From an optimization exercise on the open Yosys and OpenROAD flow, aimed at small area; shortcuts taken in it are not production practice. Where RTL was checked, it was by simulation tests only, not by an equivalence proof against the original. Power and IR drop assume default switching activity.

Setup of build 91:
## rec_fsm
module rec_fsm(mid_clk, clk, rst, serial_inp, VSS_LCD, VCCC, VEE, RS, RW, ENE, s_out, LEDP, LEDN);
Size: ~17 flip-flops.
==> module clock_divider, before the edit <==
module clock_divider(in_clk, rst, out_clk, rise);
input in_clk, rst;
output reg out_clk;
output rise;
reg ts;
reg [4:0] ns;
wire t = ts ^ 1'b0;
wire [4:0] n = ns ^ 5'd0;    
wire fb = n[4] ? (n[2] & (n[0] | n[3])) : ~n[2];
wire wrap = t & n[4] & ~n[3] & ~n[1] & ~n[0];    
always @(posedge in_clk or posedge rst)
  if (rst) begin
    ts <= 1'b0;
    ns <= 5'd0;
    out_clk <= 1'b0;
  end else begin
    ts <= ~ts;
    ns <= {n[3:0], fb} ^ 5'd0;
    out_clk <= out_clk ^ wrap;
  end
assign rise = wrap & ~out_clk;
endmodule
==> module trans_fsm, before the edit <==
module trans_fsm(clk, rst, tick, serial_inp, ischar, ap, dsh, broot, fst);
input clk, rst, tick, serial_inp, ischar;
output ap, dsh, broot, fst;
reg [3:0] zs;
wire [3:0] z = zs ^ 4'd1;
wire [3:0] zn;
assign zn[0] = (~z[0] & ~z[2] & ~serial_inp) | (z[0] & z[2]) | (z[2] & z[3]);
assign zn[1] = (z[0] & serial_inp) | (z[2] & serial_inp);
assign zn[2] = (z[0] & ~z[1]) | (~z[1] & z[2]);
assign zn[3] = (~z[0] & z[2] & ~z[3]) | (z[0] & ~z[2] & serial_inp) | (z[2] & ~z[3] & ischar);
assign ap = (z[1] & z[2] & ~serial_inp & ~ischar) | (~z[1] & ~z[2] & z[3]) | (z[1] & z[2] & z[3] & ~serial_inp) | (~z[0] & z[1] & ~serial_inp);
assign dsh = (~z[0] & ~z[2]);
assign broot = (z[0] & z[2] & ~ischar) | (z[0] & z[3]);
assign fst = (z[0] & z[3]);
always @(posedge clk or posedge rst)
  if (rst) zs <= 4'd1;
  else if (tick) zs <= zn ^ 4'd1;
endmodule
==> module rec_fsm, before the edit <==
module rec_fsm(mid_clk, clk, rst, serial_inp, VSS_LCD, VCCC, VEE, RS, RW, ENE, s_out, LEDP, LEDN);
input serial_inp, rst, clk;
output [7:0] s_out;
output mid_clk;
output VSS_LCD, VCCC, VEE, RS, RW, ENE, LEDP, LEDN;
assign VSS_LCD = 1'b0;
assign VCCC = 1'b1;
assign VEE = 1'b1;
assign RS = 1'b1;
assign RW = 1'b0;
assign ENE = 1'b1;
assign LEDP = 1'b1;
assign LEDN = 1'b0;
wire tick, ap, dsh, broot, fst;
clock_divider clk_rec(.in_clk(clk), .rst(rst), .out_clk(mid_clk), .rise(tick));
trans_fsm trans_rec(.clk(clk), .rst(rst), .tick(tick), .serial_inp(serial_inp), .ischar(ischar), .ap(ap), .dsh(dsh), .broot(broot), .fst(fst));
reg [5:0] rs;
wire [5:0] r = rs ^ 6'd0;    
reg [5:0] rn;
wire valid, ischar, hb;
wire [6:0] a;
assign valid = (r[0] & r[1] & r[2] & r[3] & ~dsh) | (r[1] & ~r[4] & ~r[5]) | (~r[0] & r[1] & ~r[3] & ~r[5] & dsh) | (r[2] & ~r[4] & ~r[5]) | (r[0] & ~r[1] & ~r[3] & ~r[5]) | (r[0] & ~r[1] & ~r[2] & ~r[5]) | (~r[0] & ~r[2] & r[3] & ~r[5] & ~dsh) | (~r[1] & r[2] & ~r[3] & ~r[5] & dsh);
assign ischar = (r[3] & ~r[4]) | (~r[1] & r[2]) | (r[1] & r[3]) | (r[1] & ~r[4]) | (~r[2] & ~r[3] & r[4]) | (r[0] & r[2]);
assign hb = (r[1] & ~r[4]) | (r[0] & ~r[2] & r[3] & ~r[4]) | (r[1] & ~r[2] & ~r[3]) | (r[0] & ~r[3] & r[4]) | (~r[0] & ~r[1] & r[3] & r[4]);
assign a[0] = (r[0] & ~r[2] & r[3]) | (~r[1] & r[2] & r[3] & ~r[5]) | (~r[0] & ~r[3] & r[5]) | (~r[0] & r[1] & ~r[4] & ~r[5]) | (~r[1] & ~r[3] & ~r[4]);
assign a[1] = (r[0] & r[1] & r[2] & ~r[3]) | (~r[0] & r[2] & ~r[3] & r[4]) | (~r[1] & r[3] & ~r[4]) | (r[0] & r[2] & r[3] & r[4]) | (~r[0] & r[3] & ~r[4] & ~r[5]) | (~r[0] & r[1] & ~r[2] & r[4] & ~r[5]) | (r[3] & r[4] & r[5]);
assign a[2] = (r[1] & r[2] & ~r[3]) | (~r[0] & ~r[1] & ~r[3] & r[4]) | (r[1] & r[3] & r[5]) | (r[0] & r[3] & ~r[4] & ~r[5]) | (r[1] & ~r[3] & ~r[4]) | (~r[1] & r[2] & r[3] & ~r[4] & ~r[5]);
assign a[3] = (r[0] & ~r[1] & ~r[3]) | (~r[0] & ~r[2] & r[4]) | (~r[0] & r[2] & r[3] & ~r[5]) | (r[1] & r[2] & ~r[3] & ~r[4]);
assign a[4] = (r[0] & ~r[2]) | (~r[2] & r[3]) | (~r[0] & r[2] & r[4]) | (r[5]);
assign a[6] = (~r[5]);
always @(*) begin
  rn = r;
  if (ap) begin
    if (broot) rn = 6'd2;
    else if (valid) rn = {r[4:0], dsh ^ hb};
    else rn = 6'd1;
  end else if (broot) rn = 6'd1;
end
always @(posedge clk or posedge rst)
  if (rst)
    rs <= 6'd1;
  else if (tick)
    rs <= rn ^ 6'd0;
assign s_out = {1'b0, fst & a[6], ~(fst & a[6]), fst & a[4], fst & a[3], fst & a[2], fst & a[1], fst & a[0]};
endmodule
Settings: LEC_CHECK=0, CAP_MARGIN=20, CORE_AREA=2.3 2.72 63.48 62.56, CTS_BUF_LIST=sky130_fd_sc_hd__clkbuf_4, DIE_AREA=0 0 66 66, SLEW_MARGIN=20; clock period 10.0 ns.
standard.sh (not shown) runs the stock make flow with config.mk's settings and CLKGATE_MAP_FILE= SYNTH_SCRIPT=/design/flow/synth_recipe.tcl, a recipe that flattens the netlist after the stock synthesis.
==> flow/flow/run.sh <==
#!/bin/bash
# Layout flow: the standard ORFS flow (standard.sh) with three changes.
#  1. Synthesis is the standard synthesis except that the ABC call mapping the
#     logic to cells runs flow/area.abc (area-oriented) instead of ORFS's
#     delay-oriented script; registers are untouched.
#  2. Port buffers (one per input and output port, as in the standard flow) are
#     sky130_fd_sc_hd__buf_1.
#  3. Constant outputs share one tie-high and one tie-low cell (no tie cloning).
# Each tool's full output is in the ORFS logs under orfs/logs; make's output is in
# standard.log.
set -euo pipefail
export AREA_ABC_SCRIPT="$PWD/flow/area.abc"
bash standard.sh SYNTH_SCRIPT="$PWD/flow/synth_area.tcl" \
  "BUFFER_PORTS_ARGS=-buffer_cell sky130_fd_sc_hd__buf_1" \
  "CTS_ARGS=-sink_clustering_enable -repair_clock_nets -buf_list sky130_fd_sc_hd__clkbuf_4 -dont_use_dummy_load" \
  SKIP_REPAIR_TIE_FANOUT=1 finish > standard.log 2>&1
==> flow/flow/area.abc <==
strash; &get -n; &deepsyn -I 10 -J 50; &put; dch; map -a
==> flow/flow/synth_area.tcl <==
# The standard flow's synthesis script (synth_recipe.tcl) with one change: the ABC call that
# maps the logic to cells runs flow/area.abc instead of ORFS's delay-oriented
# script. Everything else, registers included, is the standard synthesis.
proc synth {args} { yosys synth -nofsm -noshare {*}$args }
proc abc {args} {
  set i [lsearch -exact $args -script]
  if { $i >= 0 } {
    lset args [expr {$i + 1}] $::env(AREA_ABC_SCRIPT)
  }
  yosys abc {*}$args
}
source $::env(SCRIPTS_DIR)/synth.tcl
# left out here: clear keep_hierarchy, flatten, clean up, hide names made inside functions, write 1_2_yosys.v
Per the final summary, build 91 finished and its layout is clean on timing, DRC and antenna.
Setup changes, build 91 to build 67
==> flow/design.v <==
module clock_divider(in_clk, rst, out_clk, rise);
input in_clk, rst;
output reg out_clk;
output rise;
reg t;
reg [4:0] n;
wire fb = n[4] ? (n[2] & (n[0] | n[3])) : ~n[2];
wire wrap = t & n[4] & ~n[3] & ~n[1] & ~n[0];    
always @(posedge in_clk or posedge rst)
  if (rst) begin
    t <= 1'b0;
    n <= 5'd0;
    out_clk <= 1'b0;
  end else begin
    t <= ~t;
    n <= {n[3:0], fb};
    out_clk <= out_clk ^ wrap;
  end
assign rise = wrap & ~out_clk;
endmodule
module trans_fsm(clk, rst, tick, serial_inp, ischar, ap, dsh, broot, fst);
input clk, rst, tick, serial_inp, ischar;
output ap, dsh, broot, fst;
reg [3:0] z;
wire [3:0] zn;
assign zn[0] = (~z[0] & ~z[2] & ~serial_inp) | (z[0] & z[2]) | (z[2] & z[3]);
assign zn[1] = (z[0] & serial_inp) | (z[2] & serial_inp);
assign zn[2] = (z[0] & ~z[1]) | (~z[1] & z[2]);
assign zn[3] = (~z[0] & z[2] & ~z[3]) | (z[0] & ~z[2] & serial_inp) | (z[2] & ~z[3] & ischar);
assign ap = (z[1] & z[2] & ~serial_inp & ~ischar) | (~z[1] & ~z[2] & z[3]) | (z[1] & z[2] & z[3] & ~serial_inp) | (~z[0] & z[1] & ~serial_inp);
assign dsh = (~z[0] & ~z[2]);
assign broot = (z[0] & z[2] & ~ischar) | (z[0] & z[3]);
assign fst = (z[0] & z[3]);
always @(posedge clk or posedge rst)
  if (rst) z <= 4'd0;
  else if (tick) z <= zn;
endmodule
module rec_fsm(mid_clk, clk, rst, serial_inp, VSS_LCD, VCCC, VEE, RS, RW, ENE, s_out, LEDP, LEDN);
input serial_inp, rst, clk;
output [7:0] s_out;
output mid_clk;
output VSS_LCD, VCCC, VEE, RS, RW, ENE, LEDP, LEDN;
assign VSS_LCD = 1'b0;
assign VCCC = 1'b1;
assign VEE = 1'b1;
assign RS = 1'b1;
assign RW = 1'b0;
assign ENE = 1'b1;
assign LEDP = 1'b1;
assign LEDN = 1'b0;
wire tick, ap, dsh, broot, fst;
clock_divider clk_rec(.in_clk(clk), .rst(rst), .out_clk(mid_clk), .rise(tick));
trans_fsm trans_rec(.clk(clk), .rst(rst), .tick(tick), .serial_inp(serial_inp), .ischar(ischar), .ap(ap), .dsh(dsh), .broot(broot), .fst(fst));
reg [5:0] r;
wire valid, ischar, hb;
wire [6:0] a;
assign valid = (r[0] & r[1] & r[2] & r[3] & ~dsh) | (r[1] & ~r[4] & ~r[5]) | (~r[0] & r[1] & ~r[3] & ~r[5] & dsh) | (r[2] & ~r[4] & ~r[5]) | (r[0] & ~r[1] & ~r[3] & ~r[5]) | (r[0] & ~r[1] & ~r[2] & ~r[5]) | (~r[0] & ~r[2] & r[3] & ~r[5] & ~dsh) | (~r[1] & r[2] & ~r[3] & ~r[5] & dsh);
assign ischar = (r[3] & ~r[4]) | (~r[1] & r[2]) | (r[1] & r[3]) | (r[1] & ~r[4]) | (~r[2] & ~r[3] & r[4]) | (r[0] & r[2]);
assign hb = (r[1] & ~r[4]) | (r[0] & ~r[2] & r[3] & ~r[4]) | (r[1] & ~r[2] & ~r[3]) | (r[0] & ~r[3] & r[4]) | (~r[0] & ~r[1] & r[3] & r[4]);
assign a[0] = (r[0] & ~r[2] & r[3]) | (~r[1] & r[2] & r[3] & ~r[5]) | (~r[0] & ~r[3] & r[5]) | (~r[0] & r[1] & ~r[4] & ~r[5]) | (~r[1] & ~r[3] & ~r[4]);
assign a[1] = (r[0] & r[1] & r[2] & ~r[3]) | (~r[0] & r[2] & ~r[3] & r[4]) | (~r[1] & r[3] & ~r[4]) | (r[0] & r[2] & r[3] & r[4]) | (~r[0] & r[3] & ~r[4] & ~r[5]) | (~r[0] & r[1] & ~r[2] & r[4] & ~r[5]) | (r[3] & r[4] & r[5]);
assign a[2] = (r[1] & r[2] & ~r[3]) | (~r[0] & ~r[1] & ~r[3] & r[4]) | (r[1] & r[3] & r[5]) | (r[0] & r[3] & ~r[4] & ~r[5]) | (r[1] & ~r[3] & ~r[4]) | (~r[1] & r[2] & r[3] & ~r[4] & ~r[5]);
assign a[3] = (r[0] & ~r[1] & ~r[3]) | (~r[0] & ~r[2] & r[4]) | (~r[0] & r[2] & r[3] & ~r[5]) | (r[1] & r[2] & ~r[3] & ~r[4]);
assign a[4] = (r[0] & ~r[2]) | (~r[2] & r[3]) | (~r[0] & r[2] & r[4]) | (r[5]);
assign a[6] = (~r[5]);
always @(posedge clk or posedge rst)
  if (rst)
    r <= 6'd1;
  else if (tick) begin
    if (ap) begin
      if (broot) r <= 6'd2;
      else if (valid) r <= {r[4:0], dsh ^ hb};
      else r <= 6'd1;
    end else if (broot) r <= 6'd1;
  end
assign s_out = {1'b0, fst & a[6], ~(fst & a[6]), fst & a[4], fst & a[3], fst & a[2], fst & a[1], fst & a[0]};
endmodule
### Flow results
- Footprint of the multi-input gates for build 67: 15 um^2 down relative to build 91
- On worst hold slack, build 67 and build 91 are neck and neck.
- The lower routed metal-1 wire length came out of build 67.
- Count of unique library cells instantiated by Yosys came out exactly the same in build 67 and build 91.
- On relative contribution of sequential cells to total power, build 67 and build 91 are neck and neck.
- The global-route usage of build 91 and that of build 67 are within noise of each other.
- Against build 91 as the reference, build 67 delivers a higher setup slack.
- When the final numbers for build 67 and build 91 were put side by side, the cell area after synthesis turned out to be greater in build 91.
- Changes observed in build 67 relative to build 91: starting density of the core down 0.34 points; length of routed met2 wiring down about 6%.
- Lower sequential cell area fraction in the yosys report goes to build 91 over build 67.
- Post-route standard cell area excluding fillers shrinks slightly when moving from build 91 to build 67.
- Achievable frequency ends up lower on build 91.
For build 91, only the layout was checked, not whether the RTL still works.

[static timing again, ports no longer ideal]
The flow's constraints put no driver on any port. The routed layouts listed below were extracted and timed again, unchanged, in two steps. Step 1: set_driving_cell puts a clkbuf_16 on clk and a buf_2 on each other input, an assumption about the parent block. Step 2 moves the port delays by t, midway between the first and last clock arrival at a register: inputs arrive t later, outputs are due t later. That takes back most of the time a late clock gives input paths. Three values: ideal, step 1, step 2; two values: the first two.
run	shift t [ns]	setup WS [ns]	hold slack, ns	slew at the worst register clock pin (ns)	worst slew at a driven data input, ns
build 91	0.298	6.022 / 6.004 / 6.302	0.380 / 0.380 / 0.380	0.09 / 0.09	0.03
build 67	0.300	6.090 / 6.071 / 6.371	0.378 / 0.378 / 0.378	0.10 / 0.10	0.03
After both steps every run listed still meets setup and hold.
